This is an optimization exercise on Yosys and OpenROAD, whose aim is small area and a short achievable clock period, not a production implementation. The clock input has no modelled driver; a real chip could not lean on it and would need a root buffer or a full tree. Power is estimated from default activity; no workload was simulated.

## v6
==> flow/design.v <==
module cmpshift(clk,a,b,ge_m,lt_x,ex,mx,my,sg,sx);
input clk;
input [31:0] a,b;
input ge_m,lt_x;
output reg [7:0] ex;
output reg [22:0] mx;
output reg [23:0] my;
output reg sg,sx;
wire [7:0] e1 = a[30:23];
wire [7:0] e2 = b[30:23];
wire [7:0] emax = lt_x ? e2 : e1;
wire [7:0] emin = lt_x ? e1 : e2;
wire [7:0] diff = emax - emin;
wire [2:0] d12 = e1[2:0] - e2[2:0];
wire [2:0] dl = lt_x ? 3'd0 - d12 : d12;
wire [23:0] ms = ge_m ? {1'b1,b[22:0]} : {1'b1,a[22:0]};
wire big = (|diff[7:5]) | (diff[4] & diff[3]);
wire [23:0] s1 = dl[0] ? {1'd0, ms[23:1]} : ms;
wire [23:0] s2 = dl[1] ? {2'd0, s1[23:2]} : s1;
wire [23:0] s4 = dl[2] ? {4'd0, s2[23:4]} : s2;
wire k0 = ~big & ~diff[4] & ~diff[3];
wire k8 = ~big & diff[3];
wire k16 = ~big & diff[4];
wire [23:0] sh = ({24{k0}} & s4) | ({24{k8}} & {8'd0, s4[23:8]}) | ({24{k16}} & {16'd0, s4[23:16]});
always @(posedge clk) begin
  ex <= emax + 8'h81;
  mx <= lt_x ? b[22:0] : a[22:0];
  my <= sh;
  sg <= lt_x ? b[31] : a[31];
  sx <= a[31] ^ b[31];
end
endmodule
module faddsub(clk,ex,mx,my,sg,sx,t,ex_o,sg_o);
input clk;
input [7:0] ex;
input [22:0] mx;
input [23:0] my;
input sg,sx;
output reg [23:0] t;
output reg [7:0] ex_o;
output reg sg_o;
wire [24:0] sum = {2'b01,mx} + {1'b0,my};
wire neg = sum[24] & sx;
reg [24:0] low;
integer i;
always @* begin
  low[0] = 1'b0;
  for (i = 1; i < 25; i = i + 1)
    low[i] = low[i-1] | sum[i-1];
end
wire [24:0] m = sum ^ ({25{neg}} & low);
always @(posedge clk) begin
  t <= m[24:1];
  ex_o <= ex;
  sg_o <= sg ^ neg;
end
endmodule
module buffer2(clk,t,ex,sg,q);
input clk;
input [23:0] t;
input [7:0] ex;
input sg;
output reg [31:0] q;
wire [7:0] h = t[23:16];
wire [2:0] lz;
assign lz[2] = ~|h[7:4];
assign lz[1] = lz[2] ? ~|h[3:2] : ~|h[7:6];
assign lz[0] = lz[2] ? (lz[1] ? ~h[1] : ~h[3]) : (lz[1] ? ~h[5] : ~h[7]);
wire [22:0] t4 = lz[2] ? {t[18:0],4'd0} : t[22:0];
wire [22:0] t6 = lz[1] ? {t4[20:0],2'd0} : t4;
wire [22:0] t7 = lz[0] ? {t6[21:0],1'd0} : t6;
always @(posedge clk)
  q <= {sg, ex - {5'd0,lz}, t7};
endmodule
module normalized(clk,t,ex,sg,t_o,ex_o,sg_o);
input clk;
input [23:0] t;
input [7:0] ex;
input sg;
output reg [23:0] t_o;
output reg [7:0] ex_o;
output reg sg_o;
wire k16 = ~|t[23:8];
wire k0 = |t[23:16];
wire k8 = ~k0 & ~k16;
wire [23:0] t2 = ({24{k0}} & t) | ({24{k8}} & {t[15:0],8'd0}) | ({24{k16}} & {t[7:0],16'd0});
always @(posedge clk) begin
  t_o <= t2;
  ex_o <= {ex[7:3] - {3'd0,k16,k8}, ex[2:0]};
  sg_o <= sg;
end
endmodule
module fpadd(a,b,clk,out);
input [31:0] a,b;
input clk;
output [31:0] out;
reg [31:0] ra, rb;
reg ge_m, lt_x;
always @(posedge clk) begin
  ra <= a;
  rb <= b;
  ge_m <= a[30:23] >= b[30:23];
  lt_x <= a[30:23] < b[30:23];
end
wire [7:0] ex2;
wire [22:0] mx2;
wire [23:0] my2;
wire sg2, sx2;
cmpshift u_cmp(.clk(clk), .a(ra), .b(rb), .ge_m(ge_m), .lt_x(lt_x), .ex(ex2), .mx(mx2), .my(my2), .sg(sg2), .sx(sx2));
wire [23:0] t3;
wire [7:0] ex3;
wire sg3;
faddsub u_add(.clk(clk), .ex(ex2), .mx(mx2), .my(my2), .sg(sg2), .sx(sx2), .t(t3), .ex_o(ex3), .sg_o(sg3));
wire [23:0] t4;
wire [7:0] ex4;
wire sg4;
normalized u_norm(.clk(clk), .t(t3), .ex(ex3), .sg(sg3), .t_o(t4), .ex_o(ex4), .sg_o(sg4));
buffer2 u_out(.clk(clk), .t(t4), .ex(ex4), .sg(sg4), .q(out));
endmodule
==> flow/config.mk <==
export PLATFORM = sky130hd
export DESIGN_NAME = fpadd
export DESIGN_NICKNAME = fpadd
export VERILOG_FILES = /design/flow/design.v
export SDC_FILE = /design/flow/constraint.sdc
export NUM_CORES = 4
export LEC_CHECK = 0
export ABC_AREA = 1
export CAP_MARGIN = 20
export CORE_MARGIN = 2
export CORE_UTILIZATION = 60
export PLACE_DENSITY = 0.7
export SLEW_MARGIN = 20
==> flow/constraint.sdc <==
create_clock -name core_clock -period 13.0 [get_ports {clk}]
set_input_delay 2.6000 -clock core_clock [delete_from_list [all_inputs] [get_ports {clk}]]
set_output_delay 2.6000 -clock core_clock [all_outputs]
set_load 0.01 [all_outputs]
standard.sh (not shown) runs the stock make flow with config.mk's settings and CLKGATE_MAP_FILE= SYNTH_SCRIPT=/design/flow/synth_recipe.tcl, a recipe that flattens the netlist after the stock synthesis.
==> flow/flow/run.sh <==
#!/bin/bash
# Standard ORFS layout with three changes: plain buffers (not delay cells)
# on the ports (flow/place_hook.tcl); a two-level inverter clock tree in
# place of TritonCTS (flow/cts_hook.tcl); and timing repair asked to leave
# more setup slack than the clock needs, so that it buffers and sizes the
# slowest paths.
set -euo pipefail
here=$(pwd)
export PRE_GLOBAL_PLACE_TCL=$here/flow/place_hook.tcl
export SETUP_SLACK_MARGIN=9.6
export PRE_CTS_TCL=$here/flow/cts_hook.tcl
export MANTREE_LEAVES=10
bash standard.sh > standard.log 2>&1
Other scripts of this flow, unchanged in this note and not shown: flow/flow/cts_hook.tcl, flow/flow/mantree.tcl, flow/flow/place_hook.tcl
diff inputs: v6 => v7
--- a/flow/design.v
+++ b/flow/design.v
@@ -1,34 +1,34 @@
-module cmpshift(clk,a,b,ge_m,lt_x,ex,mx,my,sg,sx);
+module cmpshift(clk,a,b,lt,ex,mx,my,sg,sx);
 input clk;
 input [31:0] a,b;
-input ge_m,lt_x;
+input lt;
 output reg [7:0] ex;
 output reg [22:0] mx;
 output reg [23:0] my;
 output reg sg,sx;
 wire [7:0] e1 = a[30:23];
 wire [7:0] e2 = b[30:23];
-wire [7:0] emax = lt_x ? e2 : e1;
-wire [7:0] emin = lt_x ? e1 : e2;
+wire [7:0] emax = lt ? e2 : e1;
+wire [7:0] emin = lt ? e1 : e2;
 wire [7:0] diff = emax - emin;
 wire [2:0] d12 = e1[2:0] - e2[2:0];
-wire [2:0] dl = lt_x ? 3'd0 - d12 : d12;
-wire [23:0] ms = ge_m ? {1'b1,b[22:0]} : {1'b1,a[22:0]};
+wire [2:0] dl = lt ? 3'd0 - d12 : d12;
+wire [23:0] ms = lt ? {1'b1,a[22:0]} : {1'b1,b[22:0]};
 wire big = (|diff[7:5]) | (diff[4] & diff[3]);
 wire [23:0] s1 = dl[0] ? {1'd0, ms[23:1]} : ms;
 wire [23:0] s2 = dl[1] ? {2'd0, s1[23:2]} : s1;
 wire [23:0] s4 = dl[2] ? {4'd0, s2[23:4]} : s2;
 wire k0 = ~big & ~diff[4] & ~diff[3];
 wire k8 = ~big & diff[3];
 wire k16 = ~big & diff[4];
 wire [23:0] sh = ({24{k0}} & s4) | ({24{k8}} & {8'd0, s4[23:8]}) | ({24{k16}} & {16'd0, s4[23:16]});
 always @(posedge clk) begin
   ex <= emax + 8'h81;
-  mx <= lt_x ? b[22:0] : a[22:0];
+  mx <= lt ? b[22:0] : a[22:0];
   my <= sh;
-  sg <= lt_x ? b[31] : a[31];
+  sg <= lt ? b[31] : a[31];
   sx <= a[31] ^ b[31];
 end
 endmodule
 module faddsub(clk,ex,mx,my,sg,sx,t,ex_o,sg_o);
 input clk;
@@ -93,22 +93,21 @@
 module fpadd(a,b,clk,out);
 input [31:0] a,b;
 input clk;
 output [31:0] out;
 reg [31:0] ra, rb;
-reg ge_m, lt_x;
+reg lt;
 always @(posedge clk) begin
   ra <= a;
   rb <= b;
-  ge_m <= a[30:23] >= b[30:23];
-  lt_x <= a[30:23] < b[30:23];
+  lt <= a[30:23] < b[30:23];
 end
 wire [7:0] ex2;
 wire [22:0] mx2;
 wire [23:0] my2;
 wire sg2, sx2;
-cmpshift u_cmp(.clk(clk), .a(ra), .b(rb), .ge_m(ge_m), .lt_x(lt_x), .ex(ex2), .mx(mx2), .my(my2), .sg(sg2), .sx(sx2));
+cmpshift u_cmp(.clk(clk), .a(ra), .b(rb), .lt(lt), .ex(ex2), .mx(mx2), .my(my2), .sg(sg2), .sx(sx2));
 wire [23:0] t3;
 wire [7:0] ex3;
 wire sg3;
 faddsub u_add(.clk(clk), .ex(ex2), .mx(mx2), .my(my2), .sg(sg2), .sx(sx2), .t(t3), .ex_o(ex3), .sg_o(sg3));
 wire [23:0] t4;
--- outcome ---
- Number of fillers in the final layout: v7 vs v6 down about 2.6%
- v6 and v7 ended up with roughly the same synthesized area per cell.
- The worst hold slack across all endpoints of v6 and that of v7 are within noise of each other.
- Per the comparison of v7 with v6, part of the Yosys area used for sequential elements went down 0.28 points, first-iteration DRC count decreased about 8%, depth of the worst register-to-register path dropped 1.
- Going from v6 to v7, share of power burned in the clock network +0.4 points; worst supply voltage drop on vdd went down.
- On total power: v7 sits below v6.
- Against v6, the final cell area of v7 is lower.
- Max power dissipated by switching net loads across v7 and v6: v6
- The lower half-perimeter wire length of the detailed placement result of v7 and v6 is in v7.
No functional check of the RTL was part of any run of this note. In every run of this note, the design's own scripts or RTL, not TritonCTS, make the clock network.

[port drivers added, routing unchanged]
No port has a modelled driver above. Below, the same layouts with a new extraction and two added sets of constraints. Step 1 sets driving cells, clkbuf_16 on the clock port and buf_2 on the other inputs (assumed; they add their load-dependent delay and slew). Step 2, shift: input delay + t, output delay - t, t = (earliest + latest rising clock arrival at the registers) / 2. This alone moves slack from input paths to output paths. a / b / c = ideal / step 1 / step 2; a / b = the first two.
| run | t (ns) | setup WS [ns] | latest minus earliest clock arrival (ns) | slew at the worst register clock pin (ns) |
|---|---|---|---|---|
| v6 | 0.345 | 9.657 / 9.582 / 9.427 | 0.019 / 0.019 | 0.10 / 0.10 |
| v7 | 0.345 | 9.360 / 9.416 / 9.071 | 0.018 / 0.018 | 0.10 / 0.10 |
After both steps every run listed still meets setup and hold. For v7, which loses most, drivers alone change the setup slack by +0.056 ns; drivers and shift together by -0.289 ns.
